What follows belongs to an exercise in optimizing a design on an open flow for small area, a short achievable clock period and few clock cycles per item; a production flow would make more cautious choices. RTL that was checked went through simulation tests only; none was proved equivalent to the original. Power is estimated from default activity; no workload was simulated.

== lane 1 ==
// array
module array #(
    parameter W = 8
)(
    input  wire clk,
    input  wire rst,
    input  wire start,
    input  wire signed [3*W-1:0] a,
    input  wire signed [3*W-1:0] b,
    output wire signed [9*2*W-1:0] result,
    output reg  result_valid
);
    reg beat1, beat2;
    reg accumulate;
    always @(posedge clk) begin
        if (rst) begin
            beat1        <= 1'b0;
            beat2        <= 1'b0;
            accumulate   <= 1'b0;
            result_valid <= 1'b0;
        end else begin
            beat1        <= start;
            beat2        <= beat1;
            accumulate   <= start | beat1;
            result_valid <= beat2;
        end
    end
    genvar i, j;
    generate
        for (j = 0; j < 3; j = j + 1) begin : enc
            wire [W/2-1:0] one, two, neg;
            booth_enc #(.W(W)) E (
                .b  (b[j*W +: W]),
                .one(one),
                .two(two),
                .neg(neg)
            );
        end
        for (i = 0; i < 3; i = i + 1) begin : row
            for (j = 0; j < 3; j = j + 1) begin : col
                mac_pe_8_bit PE (
                    .clk    (clk),
  ...
Size in the first run: ~150 flip-flops, about 200 I/O pins, roughly 0.022 mm2 of cells after synthesis.
clock: 6.5 ns
lec_check: 0
cap_margin: 20
core_margin: 2
core_utilization: 40
setup_slack_margin: 2
slew_margin: 20
synth_hierarchical: 1
synth_minimum_keep_size: 0
run.sh (not shown) runs the stock make flow with config.mk's settings and CLKGATE_MAP_FILE= SYNTH_SCRIPT=/design/flow/synth_recipe.tcl, a recipe that flattens the netlist after the stock synthesis.
Testbench counts of lane 1, summed over its fixed seeds: cycles 14,408, items 4,800.
Setup changes, lane 1 to lane 2
- SETUP_SLACK_MARGIN changed from 2 to 1.0
--- outcome ---
In lane 2 the worst hold slack turned out 3.1 ps lower than in lane 1. | part of the power in registers | higher: lane 2 |. Against lane 1, lane 2 comes in 10000 um lower on total detailed-routing wirelength. Summary — wire length of the first global-routing pass, lane 2 relative to lane 1: lower, by about 8%. Sort lane 1 and lane 2 by endpoint arrival time on the critical path, descending, and lane 2 comes first. Of the two candidates, lane 1 has the better setup slack and lane 2 the worse one. Comparing lane 1 and lane 2, number of setup buffers added after CTS is higher on lane 1. From lane 1 to lane 2 the numbers moved as follows: final instance area now sits lower; power fell by 19%. Between lane 1 and lane 2, the portion of the clock cycle consumed by the worst path in the final layout is higher for lane 2. Count of instances resized after the clock tree is built delta for lane 2 relative to lane 1: 231 lower.
Setup changes, lane 2 to lane 3
- removing SETUP_SLACK_MARGIN (formerly 1.0)
==> run summary <==
Lane 2 has a lower worst slew slack as a fraction of its limit than lane 3.
Compared to lane 2, lane 3 has share of the clock period used by the worst path 1.2 points higher.
Delta (lane 3 minus lane 2): design area level, area of the multi-input gates now sits at about the same level, minimum setup slack in the final design decreased 77 ps, die area shows no meaningful change.
The estimated power of lane 3 ends up lower than the estimate for lane 2.

========
array, a different RTL version from the one above (not shown whole).
For scale: ~150 flip-flops, roughly 200 I/O pins, about 0.024 sq mm of cells after synthesis.
==> flow/config.mk <==
export PLATFORM = sky130hd
export DESIGN_NAME = array
export DESIGN_NICKNAME = array
export VERILOG_FILES = /design/flow/design.v
export SDC_FILE = /design/flow/constraint.sdc
export NUM_CORES = 4
export LEC_CHECK = 0
export CAP_MARGIN = 20
export CORE_MARGIN = 2
export CORE_UTILIZATION = 40
export CTS_BUF_LIST = sky130_fd_sc_hd__clkbuf_4 sky130_fd_sc_hd__clkbuf_8
export SETUP_SLACK_MARGIN = 1.75
export SLEW_MARGIN = 20
export SYNTH_HIERARCHICAL = 1
export SYNTH_MINIMUM_KEEP_SIZE = 0
==> flow/constraint.sdc <==
create_clock -name core_clock -period 6.5 [get_ports {clk}]
set_input_delay 1.3000 -clock core_clock [delete_from_list [all_inputs] [get_ports {clk}]]
set_output_delay 1.3000 -clock core_clock [all_outputs]
set_load 0.01 [all_outputs]
standard.sh (not shown) runs the stock make flow with config.mk's settings and CLKGATE_MAP_FILE= SYNTH_SCRIPT=/design/flow/synth_recipe.tcl, a recipe that flattens the netlist after the stock synthesis.
==> flow/flow/run.sh <==
#!/bin/bash
# The standard layout (the standard.sh, standard synthesis unchanged), with
# the port buffers that ORFS inserts before global placement made of the
# smallest plain buffer instead of ORFS's default choice; repair steps resize
# them where timing needs it.
set -euo pipefail
bash standard.sh "BUFFER_PORTS_ARGS=-buffer_cell sky130_fd_sc_hd__buf_1" finish > standard.log 2>&1
The baseline went through all stages and came out clean.
Edit:
--- a/flow/config.mk
+++ b/flow/config.mk
@@ -11,3 +11,3 @@
 export CTS_BUF_LIST = sky130_fd_sc_hd__clkbuf_4 sky130_fd_sc_hd__clkbuf_8
-export SETUP_SLACK_MARGIN = 1.75
+export SETUP_SLACK_MARGIN = 2.0
 export SLEW_MARGIN = 20
After rerunning: Die area is unchanged; via count increases by 1.1%; wire length decreases by 0.64%.
No run of this note included a check of the RTL's function; only the layout flow was run.

========
array, a different RTL version from the one above (not shown whole).
Size in the first run: roughly 2400 cells after synthesis, roughly 150 flip-flops, about 22000 um^2 of cells after synthesis.
Settings: LEC_CHECK=0, CAP_MARGIN=20, CORE_MARGIN=2, CORE_UTILIZATION=40, CTS_BUF_LIST=sky130_fd_sc_hd__clkbuf_4 sky130_fd_sc_hd__clkbuf_8, SETUP_SLACK_MARGIN=2.15, SLEW_MARGIN=20, SYNTH_HIERARCHICAL=1, SYNTH_MINIMUM_KEEP_SIZE=0; clock period 6.5 ns.
Scripts as last shown in full above: flow/flow/run.sh
The starting point finished with timing, DRC and antenna clean.
==> next run, changes <==
==> flow/flow/run.sh (replaced) <==
#!/bin/bash
# The standard layout (the standard.sh, standard synthesis unchanged), with
# the port buffers that ORFS inserts before global placement made of the
# smallest plain buffer instead of ORFS's default choice; flow/pre_resize.tcl
# then gives the input-port buffers a buf_4's drive before the first repair.
# Repair steps resize any of them further where timing needs it.
set -euo pipefail
bash standard.sh "BUFFER_PORTS_ARGS=-buffer_cell sky130_fd_sc_hd__buf_1" "PRE_RESIZE_TCL=$PWD/flow/pre_resize.tcl" finish > standard.log 2>&1
==> flow/flow/pre_resize.tcl (new file) <==
# Before ORFS's first repair_design: give every input-port buffer (inserted
# as buf_1 by buffer_ports) the drive strength of a buf_4, since each input
# fans out to many gates. Output-port buffers stay buf_1.
set n 0
foreach bt [[ord::get_db_block] getBTerms] {
  if {[$bt getIoType] ne "INPUT"} { continue }
  set net [$bt getNet]
  if {$net eq "NULL"} { continue }
  foreach it [$net getITerms] {
    set inst [$it getInst]
    if {[[$inst getMaster] getName] eq "sky130_fd_sc_hd__buf_1"} {
      replace_cell [get_cells [$inst getName]] sky130_fd_sc_hd__buf_4
      incr n
    }
  }
}
puts "pre_resize: $n input buffers set to buf_4"
--- a/flow/config.mk
+++ b/flow/config.mk
@@ -11,3 +11,3 @@
 export CTS_BUF_LIST = sky130_fd_sc_hd__clkbuf_4 sky130_fd_sc_hd__clkbuf_8
-export SETUP_SLACK_MARGIN = 2.15
+export SETUP_SLACK_MARGIN = 1.75
 export SLEW_MARGIN = 20
Result: Cell count falls by 3.4%. Combinational power falls by 15%. Worst setup slack gets worse by 0.26 ns. Area after synthesis stays the same. Die area does not change. Total power went down by 14%. Flip-flop and latch count does not change. Synthesized cell count is unchanged. First-iteration DRC count fell by 8.3%.
No run of this note included a check of the RTL's function; only the layout flow was run.

========
Setup of run A:
Another version of the RTL of array (not shown whole).
Size in the first run: about 2300 cells after synthesis, roughly 150 flip-flops, about 200 I/O pins, about 22000 sq um of cells after synthesis.
clock: 6.5 ns
lec_check: 0
cap_margin: 20
core_margin: 2
core_utilization: 48
cts_buf_list: sky130_fd_sc_hd__clkbuf_4 sky130_fd_sc_hd__clkbuf_8
setup_slack_margin: 1.85
slew_margin: 20
synth_hierarchical: 1
synth_minimum_keep_size: 0
==> flow/flow/run.sh <==
#!/bin/bash
# The standard layout (the standard.sh, standard synthesis unchanged), with
# the port buffers that ORFS inserts before global placement made of the
# smallest plain buffer instead of ORFS's default choice; repair steps resize
# them where timing needs it.
set -euo pipefail
bash standard.sh "BUFFER_PORTS_ARGS=-buffer_cell sky130_fd_sc_hd__buf_1" finish > standard.log 2>&1
Run A ended with every stage complete and zero timing, DRC or antenna violations.
Testbench counts of run A, summed over its fixed seeds: cycles 14,408, items 4,800.
### run A -> run B
- swapping 48 for 40 in CORE_UTILIZATION
[summary]
Run B against run A: power climbed 0.46%; setup slack at placement now sits lower; critical path depth dropped 1; via count rose by about 0.8%. Run B went all the way through the flow, and no timing, DRC or antenna check failed. Per the final summary, run A finished and its layout is clean on timing, DRC and antenna. Die area: run B worse than run A. HPWL after detailed placement (run B / run A): 1.06. For the fraction of final layout cells sized beyond drive strength 1, run B came in 0.86 points higher than run A did. Run B: initial core utilization 8.4 points below run A.
Relative to run B, the following input files were edited for run C:
- changing SETUP_SLACK_MARGIN from 1.85 to 2.05
Notes after the runs:
Of run C and run B, the run reporting the lower share of the final layout cell area in multi-input gates was run C.
Against run B, met2 wirelength from detailed routing in run C rose by a few percent.
~same first-pass iteration count of the detailed router in run C and run B
Diff run B -> run C: detailed-placement wirelength estimate shows a reduction of 3.6%, share of the clock period used by the worst path after layout fell 2.0 points.
Between run B and run C, the total routing resource utilization after global routing does not differ in any meaningful way.
Total buffers and inverters traversed by the critical path, run C and run B: smaller value in run B
Setup changes, run C to run D
- a change of CORE_UTILIZATION from 40 to 50
- a change of SETUP_SLACK_MARGIN from 2.05 to 1.85
Results
Run D against run C: post-placement cell area decreased by 1.5% relative to the old numbers, cell depth of the worst setup path decreased by 3 relative to the old numbers, core utilization grew by 9.0 points, number of multi-input combinational cells closely matched the old numbers.

========
RTL: one of the versions met above, not the one the previous note started from.
For scale: about 150 flip-flops, ~200 I/O pins, roughly 22000 sq um of cells after synthesis.
==> flow/config.mk <==
export PLATFORM = sky130hd
export DESIGN_NAME = array
export DESIGN_NICKNAME = array
export VERILOG_FILES = /design/flow/design.v
export SDC_FILE = /design/flow/constraint.sdc
export NUM_CORES = 4
export LEC_CHECK = 0
export CAP_MARGIN = 20
export CORE_MARGIN = 2
export CORE_UTILIZATION = 40
export CTS_BUF_LIST = sky130_fd_sc_hd__clkbuf_4 sky130_fd_sc_hd__clkbuf_8
export SETUP_SLACK_MARGIN = 1.75
export SLEW_MARGIN = 20
export SYNTH_HIERARCHICAL = 1
export SYNTH_MINIMUM_KEEP_SIZE = 0
==> flow/constraint.sdc <==
create_clock -name core_clock -period 6.5 [get_ports {clk}]
set_input_delay 1.3000 -clock core_clock [delete_from_list [all_inputs] [get_ports {clk}]]
set_output_delay 1.3000 -clock core_clock [all_outputs]
set_load 0.01 [all_outputs]
==> flow/flow/run.sh <==
#!/bin/bash
# The standard layout (the standard.sh, standard synthesis unchanged), with
# the port buffers that ORFS inserts before global placement made of the
# smallest plain buffer instead of ORFS's default choice (repair steps resize
# them where timing needs it), and with ORFS's power recovery after global
# routing, which downsizes cells on paths with slack to spare.
set -euo pipefail
bash standard.sh "BUFFER_PORTS_ARGS=-buffer_cell sky130_fd_sc_hd__buf_1" "RECOVER_POWER=100" finish > standard.log 2>&1
The starting point completed and failed the layout checks on capacitance limit, slew limit.
Testbench counts at the start, summed over its fixed seeds: cycles 14,408, items 4,800.
Next try:
==> flow/flow/run.sh (replaced) <==
#!/bin/bash
# The standard layout (the standard.sh, standard synthesis unchanged), with
# the port buffers that ORFS inserts before global placement made of the
# smallest plain buffer instead of ORFS's default choice; repair steps resize
# them where timing needs it.
set -euo pipefail
bash standard.sh "BUFFER_PORTS_ARGS=-buffer_cell sky130_fd_sc_hd__buf_1" finish > standard.log 2>&1
--- a/flow/config.mk
+++ b/flow/config.mk
@@ -12 +12 @@
-export SETUP_SLACK_MARGIN = 1.75
+export SETUP_SLACK_MARGIN = 1.85
The changed run finished with timing, DRC and antenna clean.
Global-route usage went up by 0.80 points.
Count of clock-buffer cells in the layout climbs by 2.
Worst setup slack improved by 0.87 ns.
Sequential cell count does not change.
Next try:
--- a/flow/config.mk
+++ b/flow/config.mk
@@ -12 +12 @@
-export SETUP_SLACK_MARGIN = 1.85
+export SETUP_SLACK_MARGIN = 1.65
Area after synthesis does not change.
Total power fell by 8.7%.
Combinational power fell by about 10%.
Core utilization fell by 2.7 points.
Fmax fell by 2.4%.
Non-clock buffer count fell by 51.
Via count fell by 2.2%.
Next try:
--- a/flow/config.mk
+++ b/flow/config.mk
@@ -12 +12 @@
-export SETUP_SLACK_MARGIN = 1.65
+export SETUP_SLACK_MARGIN = 1.5
Power goes down slightly; final cell count barely changes; die area does not change; wire length stays flat; maximum frequency came out lower by a few percent; global-route usage goes up by 0.35 points.

## afterwards: timing with drivers on the ports
The flow's constraints put no driver on any port. The routed layouts listed below were extracted and timed again, unchanged, in two steps. Step 1, drivers: a clkbuf_16 drives clk and a buf_2 each remaining input, both assumed. Step 2 also shifts input and output timing later by t, the mid clock arrival at the registers, as if the neighbouring blocks saw the same clock. Slacks: no drivers / after step 1 / after step 2; pairs: no drivers / after step 1.
run	t (ns)	setup WS [ns]	worst hold slack (ns)	worst setup path after step 2
lane 1	0.557	1.898 / 1.913 / 1.355	0.448 / 0.448 / 0.448	input to register
lane 2	0.546	1.230 / 1.206 / 0.660	0.445 / 0.445 / 0.445	input to register
lane 3	0.545	1.154 / 1.170 / 0.625	0.445 / 0.445 / 0.445	input to register
the first run of note 2	0.623	1.879 / 1.912 / 1.289	0.445 / 0.445 / 0.445	input to register
the second run of note 2	0.627	2.084 / 2.060 / 1.432	0.462 / 0.462 / 0.462	input to register
the first run of note 3	0.643	2.122 / 2.114 / 1.472	0.466 / 0.466 / 0.466	input to register
the second run of note 3	0.633	1.866 / 1.881 / 1.249	0.447 / 0.447 / 0.447	input to register
run A	0.638	1.946 / 1.967 / 1.329	0.476 / 0.476 / 0.476	input to register
run B	0.625	1.946 / 1.972 / 1.347	0.456 / 0.456 / 0.456	input to register
run C	0.629	2.074 / 2.097 / 1.468	0.445 / 0.445 / 0.445	input to register
run D	0.635	1.948 / 1.950 / 1.314	0.453 / 0.453 / 0.453	input to register
the first run of note 5	0.624	1.023 / 1.047 / 0.423	0.452 / 0.452 / 0.452	input to register
the second run of note 5	0.631	1.896 / 1.860 / 1.229	0.471 / 0.471 / 0.471	input to register
the third run of note 5	0.629	1.785 / 1.810 / 1.181	0.452 / 0.452 / 0.452	input to register
the fourth run of note 5	0.629	1.647 / 1.644 / 1.015	0.466 / 0.466 / 0.466	input to register
For the second run of note 5, which loses most, drivers alone change the setup slack by -0.036 ns; drivers and shift together by -0.667 ns.
